What follows belongs to an exercise in optimizing a design on an open flow for a short achievable clock period and few clock cycles; a production flow would make more cautious choices. Only simulation tests tie the RTL to the original design; equivalence was not proved.

==> inputs of amber <==
==> flow/design.v <==
module Decoder_3_to_8
	(
	 input [2:0] select_bits,
	 input enable_bit,
	 output reg [7:0] out
	);
	always @*
		case({enable_bit, select_bits})
			4'b0000, 4'b0001, 4'b0010, 4'b0011, 4'b0100, 4'b0101, 4'b0110, 4'b0111: out = 8'h00;
			4'b1000: out = 8'h01;
			4'b1001: out = 8'h02;
			4'b1010: out = 8'h04;
			4'b1011: out = 8'h08;
			4'b1100: out = 8'h10;
			4'b1101: out = 8'h20;
			4'b1110: out = 8'h40;
			4'b1111: out = 8'h80;
		endcase
endmodule
module Decoder_4_to_16
	(
	 input [3:0] select_bits,
	 input enable_bit,
	 output reg [15:0] out
	);
	always @*
		case({enable_bit, select_bits})
			5'b00000, 5'b00001, 5'b00010, 5'b00011, 5'b00100, 5'b00101, 5'b00110,
				5'b00111, 5'b01000, 5'b01001, 5'b01010, 5'b01011, 5'b01100,
				5'b01101, 5'b01110, 5'b01111: out = 16'h0000;
			5'b10000: out = 16'h0001;
			5'b10001: out = 16'h0002;
			5'b10010: out = 16'h0004;
			5'b10011: out = 16'h0008;
			5'b10100: out = 16'h0010;
			5'b10101: out = 16'h0020;
			5'b10110: out = 16'h0040;
			5'b10111: out = 16'h0080;
			5'b11000: out = 16'h0100;
			5'b11001: out = 16'h0200;
			5'b11010: out = 16'h0400;
			5'b11011: out = 16'h0800;
			5'b11100: out = 16'h1000;
			5'b11101: out = 16'h2000;
			5'b11110: out = 16'h4000;
			5'b11111: out = 16'h8000;
		endcase
endmodule
module Mux_16(
	input [15:0] i1,
	input [15:0] i2,
	input [15:0] i3,
	input [15:0] i4,
	input [15:0] i5,
	input [15:0] i6,
	input [15:0] i7,
	input [15:0] i8,
	input [15:0] i9,
	input [15:0] i10,
	input [15:0] i11,
	input [15:0] i12,
	input [15:0] i13,
	input [15:0] i14,
	input [15:0] i15,
	input [15:0] i16,
	input [3:0] selector,
	output reg [15:0] o
	);
	always @* 
		case ({selector})
			4'h0: o = i1;
			4'h1: o = i2;
			4'h2: o = i3;
			4'h3: o = i4;
			4'h4: o = i5;
			4'h5: o = i6;
			4'h6: o = i7;
			4'h7: o = i8;
			4'h8: o = i9;
			4'h9: o = i10;
			4'ha: o = i11;
			4'hb: o = i12;
			4'hc: o = i13;
			4'hd: o = i14;
			4'he: o = i15;
			4'hf: o = i16;
		endcase
endmodule
module ALU(
	input [15:0] a,
	input [15:0] b,
	input [3:0] Imm,
	input [1:0] Alu_Control,
	output reg [15:0] Result
	);
 reg [15:0] extended_Imm;
 integer i;
 always @* 
	begin 
		extended_Imm [0]= Imm[0];
		extended_Imm [1]= Imm[1];
		extended_Imm [2]= Imm[2];
		extended_Imm [3]= Imm[3];
		for( i=4 ; i<16; i=i+1 )
			extended_Imm[i] = Imm[3];
		if( Alu_Control[0] == 0 & Alu_Control[1] == 0)
			Result = a & b;
		else if(Alu_Control[0] == 0 & Alu_Control[1] == 1)
			Result = a & extended_Imm;
		else if(Alu_Control[0] == 1 & Alu_Control[1] == 0)
			Result = a + b;
		else begin
			if(Imm[3] == 1) begin
				extended_Imm = ~extended_Imm + 1;
				Result = a - extended_Imm;
			end
			else
				Result = a + extended_Imm;
		end
	end
endmodule 
module Comparator(
		input [15:0] a,
		input [15:0] b,
		input compareSignal,
		input Clock,
		input Reset,
		output reg zf,cf
	);
	always @(posedge Clock)
		begin
			if (Reset) begin
				zf <= 1'b0;
				cf <= 1'b0;
			end
			else if (compareSignal) begin
				zf <= (a == b);
				cf <= (a < b);
			end
		end
endmodule
module Jump_Condition_Checker
	(
	 input [2:0] jump_signal,
	 input zf, cf, jumpCondCheck,
	 output reg jump_condition_result
	);
	wire [7:0] decoder_result;
	reg je, ja, jb, jbe, jae;
	Decoder_3_to_8 decoder(jump_signal, 1'b1, decoder_result);
	always @*
	begin
		je = (zf & ~cf) & decoder_result[0] & jumpCondCheck;
		ja = (~zf & ~cf) & decoder_result[1] & jumpCondCheck;
		jb = (~zf & cf) & decoder_result[2] & jumpCondCheck;
		jbe = ((~zf & cf) | (zf & ~cf)) & decoder_result[3] & jumpCondCheck;
		jae = ((~zf & ~cf) | (zf & ~cf)) & decoder_result[4] & jumpCondCheck;
		jump_condition_result = je | ja | jb | jbe | jae;
	end
endmodule
module Register_File
	(
	 input [15:0] data_to_write,
	 input regWrite,
	 input [3:0] register_to_write,
	 input [3:0] output_a_selector,
	 input [3:0] output_b_selector,
	 output reg [15:0] output_a,
	 output reg [15:0] output_b,
	 input Clock
	);
	reg [15:0] reg1, reg2, reg3, reg4, reg5, reg6, reg7, reg8, reg9, reg10, reg11,
			   reg12, reg13, reg14, reg15, reg16;
	wire [15:0] decoded_value;
	integer i;
	Decoder_4_to_16 decoder(register_to_write, 1'b1, decoded_value);
	always @(posedge Clock) begin
		if(decoded_value[0] & regWrite)
			reg1 <= data_to_write;
		else if(decoded_value[1] & regWrite)
			reg2 <= data_to_write;
		else if(decoded_value[2] & regWrite)
			reg3 <= data_to_write;
		else if(decoded_value[3] & regWrite)
			reg4 <= data_to_write;
		else if(decoded_value[4] & regWrite)
			reg5 <= data_to_write;
		else if(decoded_value[5] & regWrite)
			reg6 <= data_to_write;
		else if(decoded_value[6] & regWrite)
			reg7 <= data_to_write;
		else if(decoded_value[7] & regWrite)
			reg8 <= data_to_write;
		else if(decoded_value[8] & regWrite)
			reg9 <= data_to_write;
		else if(decoded_value[9] & regWrite)
			reg10 <= data_to_write;
		else if(decoded_value[10] & regWrite)
			reg11 <= data_to_write;
		else if(decoded_value[11] & regWrite)
			reg12 <= data_to_write;
		else if(decoded_value[12] & regWrite)
			reg13 <= data_to_write;
		else if(decoded_value[13] & regWrite)
			reg14 <= data_to_write;
		else if(decoded_value[14] & regWrite)
			reg15 <= data_to_write;
		else if(decoded_value[15] & regWrite)
			reg16 <= data_to_write;
	end
	wire [15:0] a, b;
	Mux_16 a_mux(reg1, reg2, reg3, reg4, reg5, reg6, reg7, reg8, reg9, reg10, reg11,
			   reg12, reg13, reg14, reg15, reg16, output_a_selector, a);
	Mux_16 b_mux(reg1, reg2, reg3, reg4, reg5, reg6, reg7, reg8, reg9, reg10, reg11,
			   reg12, reg13, reg14, reg15, reg16, output_b_selector, b);
	always @* begin
		output_a <= a;
		output_b <= b;
	end
endmodule
module Control_Unit(
		input [3:0] opcode,
		input Clock,
		input Reset,
		output reg pcReadsignal,
		output reg instRead,
		output reg loadData,
		output reg regWrite,
		output reg pcWrite,
		output reg changePc,
		output reg [2:0] jumpSignal,
		output reg [1:0] aluControl,
		output reg dataMemRead,
		output reg memWrite,
		output reg jumpCondCheck,
		output reg compareSignal
	);
	reg [2:0] state,stateNext;
	reg changePcReg;
	always @(state, opcode)
		begin
			pcReadsignal <= ((~state[0]) & (~state[1]) & (~state[2]));
			instRead <= (state[0] & ~state[1] & ~state[2]);
			loadData <= (~state[0] & state[1] & ~state[2] & ~opcode[2] & ~opcode[3]);
			regWrite <= (~state[0] & state[1] & ~state[2] & ~opcode[2] & ~opcode[3]) | (~state[0] & state[1] & ~state[2] & opcode[0] & ~opcode[1] & opcode[2] & ~opcode[3]);
			pcWrite <= state[2];
			changePcReg <= (state[0] & state[1] & ~state[2] & opcode[0] & opcode[1] & opcode[2] & ~opcode[3]) | (state[0] & state[1] & ~state[2] & opcode[3]);
			jumpSignal[0] <= opcode[0] ;  jumpSignal[1] <= opcode[1] ;  jumpSignal[2] <= opcode[2] ; 
			aluControl[0] <= opcode[0] ;  aluControl[1] <= opcode[1] ;
			dataMemRead <= (~state[0] & state[1] & ~state[2] & opcode[0] & ~opcode[1] & opcode[2] & ~opcode[3]);
			memWrite <= (~state[0] & state[1] & ~state[2] & ~opcode[0] & opcode[1] & opcode[2] & ~opcode[3]);
			jumpCondCheck <= opcode[3];
			compareSignal <= (~state[0] & state[1] & ~state[2] & ~opcode[0] & ~opcode[1] & opcode[2] & ~opcode[3]);
			stateNext[0] <= (~state[0] & ~state[1] & ~state[2]) | (~state[0] & state[1] & ~state[2]);
			stateNext[1] <= (state[0] & ~state[1] & ~state[2])  | (~state[0] & state[1] & ~state[2]);
			stateNext[2] <= (state[0] & state[1] & ~state[2]);
		end
	always @(posedge Clock) 
		begin
			if (Reset) begin
				state <= 3'b000;
				changePc <= 1'b0;
			end
			else begin
				state <= stateNext;
				changePc <= changePcReg;
			end
		end
endmodule
module cpu(
	input clk,
	input rst,
	output [11:0] imem_addr,
	input [15:0] imem_rdata,
	output [7:0] dmem_addr,
	output [15:0] dmem_wdata,
	output dmem_we,
	input [15:0] dmem_rdata
);
reg [11:0] pc;
wire [15:0] ins = imem_rdata;
wire [3:0] fop = ins[15:12];
wire f_jmp = (fop == 4'h7);
wire f_jcc = ins[15] & ~(ins[14] & (ins[13] | ins[12]));    
wire f_pred = ins[11] | (fop == 4'hB) | (fop == 4'hC);
wire f_pt = f_jmp | (f_jcc & f_pred);
wire [11:0] pc_inc = pc + 12'd1;
wire [11:0] pc_tgt = pc + ins[11:0];
wire [11:0] f_next = f_pt ? pc_tgt : pc_inc;
wire [11:0] f_alt = f_pt ? pc_inc : pc_tgt;
reg        vR;
reg        r_jcc, r_pred;
reg        r_je, r_ja, r_jb, r_jbe, r_jae;
reg [11:0] r_alt;
reg [3:0]  r_asel, r_bsel, r_dsel;
reg [7:0]  r_addr;
reg        r_wr, r_ld, r_st, r_cmp, r_and, r_imm;
reg [15:0] eA, eB;
reg [3:0]  e_d;
reg        e_wr, e_ld, e_and, e_cmp;
reg        st_we;
reg [7:0]  daddr;
reg [15:0] sdata;
reg        zf, cf;
reg [15:0] rf [0:15];
wire [15:0] e_alu = e_and ? (eA & eB) : (eA + eB);
wire [15:0] e_res = e_ld ? dmem_rdata : e_alu;
wire zf_n = (eA == eB);
wire cf_n = (eA < eB);
wire zf_u = e_cmp ? zf_n : zf;
wire cf_u = e_cmp ? cf_n : cf;
wire r_take = (r_je & zf_u) | (r_ja & ~zf_u & ~cf_u) | (r_jb & cf_u) |
              (r_jbe & (zf_u | cf_u)) | (r_jae & ~cf_u);
wire mispred = vR & r_jcc & (r_take ^ r_pred);
wire fwdA = e_wr & (e_d == r_asel);
wire fwdB = e_wr & (e_d == r_bsel);
wire [15:0] opA = fwdA ? e_res : rf[r_asel];
wire [15:0] opB = r_imm ? {{12{r_bsel[3]}}, r_bsel} : (fwdB ? e_res : rf[r_bsel]);
always @(posedge clk) begin
	if (rst)
		pc <= 12'h000;
	else if (mispred)
		pc <= r_alt;
	else
		pc <= f_next;
	vR <= ~rst & ~mispred;
	r_jcc <= f_jcc;
	r_pred <= f_pred;
	r_je  <= (fop == 4'h8);
	r_ja  <= (fop == 4'h9);
	r_jb  <= (fop == 4'hA);
	r_jbe <= (fop == 4'hB);
	r_jae <= (fop == 4'hC);
	r_alt <= f_alt;
	r_asel <= (fop == 4'h6) ? ins[11:8] : ins[7:4];
	r_bsel <= ins[3:0];
	r_dsel <= ins[11:8];
	r_addr <= ins[7:0];
	r_wr  <= ~fop[3] & ~fop[2] | (fop == 4'h5);
	r_ld  <= (fop == 4'h5);
	r_st  <= (fop == 4'h6);
	r_cmp <= (fop == 4'h4);
	r_and <= (fop == 4'h0) | (fop == 4'h2);
	r_imm <= (fop == 4'h2) | (fop == 4'h3);
	eA <= opA;
	eB <= opB;
	e_d <= r_dsel;
	e_wr <= ~rst & vR & r_wr;
	e_ld <= r_ld;
	e_and <= r_and;
	e_cmp <= ~rst & vR & r_cmp;
	st_we <= ~rst & vR & r_st;
	if (vR & (r_ld | r_st))
		daddr <= r_addr;
	if (vR & r_st)
		sdata <= opA;
	if (e_wr)
		rf[e_d] <= e_res;
	if (rst) begin
		zf <= 1'b0;
		cf <= 1'b0;
	end
	else if (e_cmp) begin
		zf <= zf_n;
		cf <= cf_n;
	end
end
assign imem_addr = pc;
assign dmem_addr = daddr;
assign dmem_wdata = sdata;
assign dmem_we = st_we;
endmodule
==> flow/flow/run.sh <==
#!/bin/bash
# Standard ORFS layout, with timing repair aiming well below the 10 ns constraint.
set -euo pipefail
bash standard.sh SETUP_SLACK_MARGIN=7.5 finish > flow_make.log 2>&1
==> flow/standard.sh <==
#!/bin/bash
# synth_recipe.tcl (not shown) runs the flow's synth.tcl, then flattens the netlist and writes it again
# the make line also repeats each setting of config.mk as NAME=value (left out here)
make -C /OpenROAD-flow-scripts/flow DESIGN_CONFIG=/design/flow/config.mk WORK_HOME=/design/flow/orfs CLKGATE_MAP_FILE= SYNTH_SCRIPT=/design/flow/synth_recipe.tcl "${@:-finish}"
==> flow/config.mk <==
export PLATFORM = sky130hd
export DESIGN_NAME = cpu
export DESIGN_NICKNAME = cpu
export VERILOG_FILES = /design/flow/design.v
export SDC_FILE = /design/flow/constraint.sdc
export NUM_CORES = 4
export LEC_CHECK = 0
export ABC_CLOCK_PERIOD_IN_PS = 2000
export CAP_MARGIN = 20
export CORE_MARGIN = 2
export CORE_UTILIZATION = 40
export SLEW_MARGIN = 20
==> flow/constraint.sdc <==
create_clock -name core_clock -period 10.0 [get_ports {clk}]
set_input_delay 2.0000 -clock core_clock [delete_from_list [all_inputs] [get_ports {clk}]]
set_output_delay 2.0000 -clock core_clock [all_outputs]
set_load 0.01 [all_outputs]
==> garnet: changes against amber <==
==> flow/run.sh (new file) <==
#!/bin/bash
# synth_recipe.tcl (not shown) runs the flow's synth.tcl, then flattens the netlist and writes it again
# the make line also repeats each setting of config.mk as NAME=value (left out here)
make -C /OpenROAD-flow-scripts/flow DESIGN_CONFIG=/design/flow/config.mk WORK_HOME=/design/flow/orfs CLKGATE_MAP_FILE= SYNTH_SCRIPT=/design/flow/synth_recipe.tcl finish
removed: flow/flow/run.sh
removed: flow/standard.sh
==> juniper: changes against amber <==
--- a/flow/design.v
+++ b/flow/design.v
@@ -277,82 +277,120 @@
 	output dmem_we,
 	input [15:0] dmem_rdata
 );
+function [11:0] add12;
+	input [11:0] a, b;
+	reg [11:0] g, p, p0;
+	integer i, d;
+	begin
+		g = a & b;
+		p = a ^ b;
+		p0 = p;
+		for (d = 1; d < 12; d = d * 2)
+			for (i = 11; i >= d; i = i - 1) begin
+				g[i] = g[i] | (p[i] & g[i-d]);
+				p[i] = p[i] & p[i-d];
+			end
+		add12 = p0 ^ {g[10:0], 1'b0};
+	end
+endfunction
+function [15:0] add16;
+	input [15:0] a, b;
+	reg [15:0] g, p, p0;
+	integer i, d;
+	begin
+		g = a & b;
+		p = a ^ b;
+		p0 = p;
+		for (d = 1; d < 16; d = d * 2)
+			for (i = 15; i >= d; i = i - 1) begin
+				g[i] = g[i] | (p[i] & g[i-d]);
+				p[i] = p[i] & p[i-d];
+			end
+		add16 = p0 ^ {g[14:0], 1'b0};
+	end
+endfunction
+function [11:0] inc12;
+	input [11:0] a;
+	integer i;
+	begin
+		for (i = 0; i < 12; i = i + 1)
+			inc12[i] = a[i] ^ (&(a | ~((12'd1 << i) - 12'd1)));
+	end
+endfunction
+function less16;
+	input [15:0] a, b;
+	reg [15:0] lt, eq;
+	integer i, d;
+	begin
+		lt = ~a & b;
+		eq = ~(a ^ b);
+		for (d = 1; d < 16; d = d * 2)
+			for (i = 15; i >= d; i = i - 1) begin
+				lt[i] = lt[i] | (eq[i] & lt[i-d]);
+				eq[i] = eq[i] & eq[i-d];
+			end
+		less16 = lt[15];
+	end
+endfunction
 reg [11:0] pc;
 wire [15:0] ins = imem_rdata;
 wire [3:0] fop = ins[15:12];
-wire f_jmp = (fop == 4'h7);
-wire f_jcc = ins[15] & ~(ins[14] & (ins[13] | ins[12]));    
-wire f_pred = ins[11] | (fop == 4'hB) | (fop == 4'hC);
-wire f_pt = f_jmp | (f_jcc & f_pred);
-wire [11:0] pc_inc = pc + 12'd1;
-wire [11:0] pc_tgt = pc + ins[11:0];
-wire [11:0] f_next = f_pt ? pc_tgt : pc_inc;
-wire [11:0] f_alt = f_pt ? pc_inc : pc_tgt;
-reg        vR;
-reg        r_jcc, r_pred;
-reg        r_je, r_ja, r_jb, r_jbe, r_jae;
-reg [11:0] r_alt;
+wire [11:0] pc_inc = inc12(pc);
+wire [11:0] pc_tgt = add12(pc, ins[11:0]);
 reg [3:0]  r_asel, r_bsel, r_dsel;
 reg [7:0]  r_addr;
 reg        r_wr, r_ld, r_st, r_cmp, r_and, r_imm;
 reg [15:0] eA, eB;
 reg [3:0]  e_d;
-reg        e_wr, e_ld, e_and, e_cmp;
+reg        e_wr, e_ld, e_and;
 reg        st_we;
 reg [7:0]  daddr;
 reg [15:0] sdata;
 reg        zf, cf;
 reg [15:0] rf [0:15];
-wire [15:0] e_alu = e_and ? (eA & eB) : (eA + eB);
+wire [15:0] e_alu = e_and ? (eA & eB) : add16(eA, eB);
 wire [15:0] e_res = e_ld ? dmem_rdata : e_alu;
-wire zf_n = (eA == eB);
-wire cf_n = (eA < eB);
-wire zf_u = e_cmp ? zf_n : zf;
-wire cf_u = e_cmp ? cf_n : cf;
-wire r_take = (r_je & zf_u) | (r_ja & ~zf_u & ~cf_u) | (r_jb & cf_u) |
-              (r_jbe & (zf_u | cf_u)) | (r_jae & ~cf_u);
-wire mispred = vR & r_jcc & (r_take ^ r_pred);
 wire fwdA = e_wr & (e_d == r_asel);
 wire fwdB = e_wr & (e_d == r_bsel);
 wire [15:0] opA = fwdA ? e_res : rf[r_asel];
 wire [15:0] opB = r_imm ? {{12{r_bsel[3]}}, r_bsel} : (fwdB ? e_res : rf[r_bsel]);
+wire zf_r = (opA == opB);
+wire cf_r = less16(opA, opB);
+wire zf_u = r_cmp ? zf_r : zf;
+wire cf_u = r_cmp ? cf_r : cf;
+wire f_take = ((fop == 4'h7)) |
+              ((fop == 4'h8) & zf_u) |
+              ((fop == 4'h9) & ~zf_u & ~cf_u) |
+              ((fop == 4'hA) & cf_u) |
+              ((fop == 4'hB) & (zf_u | cf_u)) |
+              ((fop == 4'hC) & ~cf_u);
 always @(posedge clk) begin
 	if (rst)
 		pc <= 12'h000;
-	else if (mispred)
-		pc <= r_alt;
+	else if (f_take)
+		pc <= pc_tgt;
 	else
-		pc <= f_next;
-	vR <= ~rst & ~mispred;
-	r_jcc <= f_jcc;
-	r_pred <= f_pred;
-	r_je  <= (fop == 4'h8);
-	r_ja  <= (fop == 4'h9);
-	r_jb  <= (fop == 4'hA);
-	r_jbe <= (fop == 4'hB);
-	r_jae <= (fop == 4'hC);
-	r_alt <= f_alt;
+		pc <= pc_inc;
 	r_asel <= (fop == 4'h6) ? ins[11:8] : ins[7:4];
 	r_bsel <= ins[3:0];
 	r_dsel <= ins[11:8];
 	r_addr <= ins[7:0];
-	r_wr  <= ~fop[3] & ~fop[2] | (fop == 4'h5);
+	r_wr  <= ~rst & (~fop[3] & ~fop[2] | (fop == 4'h5));
 	r_ld  <= (fop == 4'h5);
-	r_st  <= (fop == 4'h6);
-	r_cmp <= (fop == 4'h4);
+	r_st  <= ~rst & (fop == 4'h6);
+	r_cmp <= ~rst & (fop == 4'h4);
 	r_and <= (fop == 4'h0) | (fop == 4'h2);
 	r_imm <= (fop == 4'h2) | (fop == 4'h3);
 	eA <= opA;
 	eB <= opB;
 	e_d <= r_dsel;
-	e_wr <= ~rst & vR & r_wr;
+	e_wr <= ~rst & r_wr;
 	e_ld <= r_ld;
 	e_and <= r_and;
-	e_cmp <= ~rst & vR & r_cmp;
-	st_we <= ~rst & vR & r_st;
-	if (vR & (r_ld | r_st))
+	st_we <= ~rst & r_st;
+	if (r_ld | r_st)
 		daddr <= r_addr;
-	if (vR & r_st)
+	if (r_st)
 		sdata <= opA;
 	if (e_wr)
 		rf[e_d] <= e_res;
@@ -360,9 +398,9 @@
 		zf <= 1'b0;
 		cf <= 1'b0;
 	end
-	else if (e_cmp) begin
-		zf <= zf_n;
-		cf <= cf_n;
+	else if (r_cmp) begin
+		zf <= zf_r;
+		cf <= cf_r;
 	end
 end
 assign imem_addr = pc;
==> comparison table <==
| metric | garnet | amber | juniper |
|---|---|---|---|
| Last weighted congestion value of the routability-driven placer | 0.868 | 0.834 | 0.830 |
| Mean post-synth cell area | 16.2 um2 | 16.2 um2 | 16.3 um2 |
| Slowest stage cell, crit path | a2111oi_0 | o31a_1 | nor4_2 |
| Area fraction of the dominant cell type after synthesis | 47.5% | 47.5% | 49.7% |
| Run status | finished clean | finished clean | finished clean |
| Post-detailed-route wirelength per cell | 23.9 um | 25.0 um | 25.2 um |
| Tightest slew margin relative to the limit | 36.1% | 31.3% | 37.5% |
| Share of the synthesized area in compound gates (AO/OA/AOI/OAI) | 5.67% | 5.67% | 5.06% |
| Number of global-route vias before repair | 10602 | 11140 | 10674 |
| Detailed-routed wire length on met3 | 2.60 mm | 2.57 mm | 2.95 mm |
| RR Endpoint | sdata[14] | sdata[13] | pc[3] |
| Drt via density | 5.62 | 5.68 | 5.77 |
| Setup repair after global routing missed its margin | false | true | true |
| Register share of the cell area | 50.1% | 44.6% | 46.6% |
| Crit path capture | pc[11] | pc[10] | pc[3] |
| Fraction of standard cell area in multi-input logic | 34.2% | 36.5% | 34.6% |
| Total global routing track utilization | 19.1% | 20.5% | 20.9% |
| Share of synthesized area spent on multiplexers | 23.5% | 23.5% | 24.0% |
Testbench counts of amber, summed over its fixed seeds: cycles 46,774.
Testbench counts of garnet, summed over its fixed seeds: cycles 46,774.
Testbench counts of juniper, summed over its fixed seeds: cycles 45,221.

-- what the ideal ports hide --
No port has a modelled driver above. Below, the same layouts with a new extraction and two added sets of constraints. Step 1 (the two cells are an assumption about what drives the block):
set clk [get_ports {clk}]
set_driving_cell -lib_cell sky130_fd_sc_hd__clkbuf_16 $clk
set_driving_cell -lib_cell sky130_fd_sc_hd__buf_2 [delete_from_list [all_inputs] $clk]
Step 2 adds t to the input delays and takes it off the output delays; t is the mean of the earliest and latest rising clock arrival at the registers after step 1. Input paths then give back, and output paths get back, about the clock's delay inside the block. Slacks: no drivers / after step 1 / after step 2; pairs: no drivers / after step 1.
| run | t, ns | setup slack, ns | worst data-port slew with drivers (ns) | pins driven straight from the clock port |
|---|---|---|---|---|
| amber | 0.587 | 6.352 / 6.376 / 5.789 | 0.06 | 1 |
| garnet | 0.606 | 5.745 / 5.779 / 5.173 | 0.04 | 1 |
| juniper | 0.587 | 5.094 / 5.094 / 4.580 | 0.07 | 1 |
After both steps setup and hold are still met in every run listed. The setup slack of garnet, which loses most, moves by +0.034 ns with the drivers and by -0.572 ns with both steps.
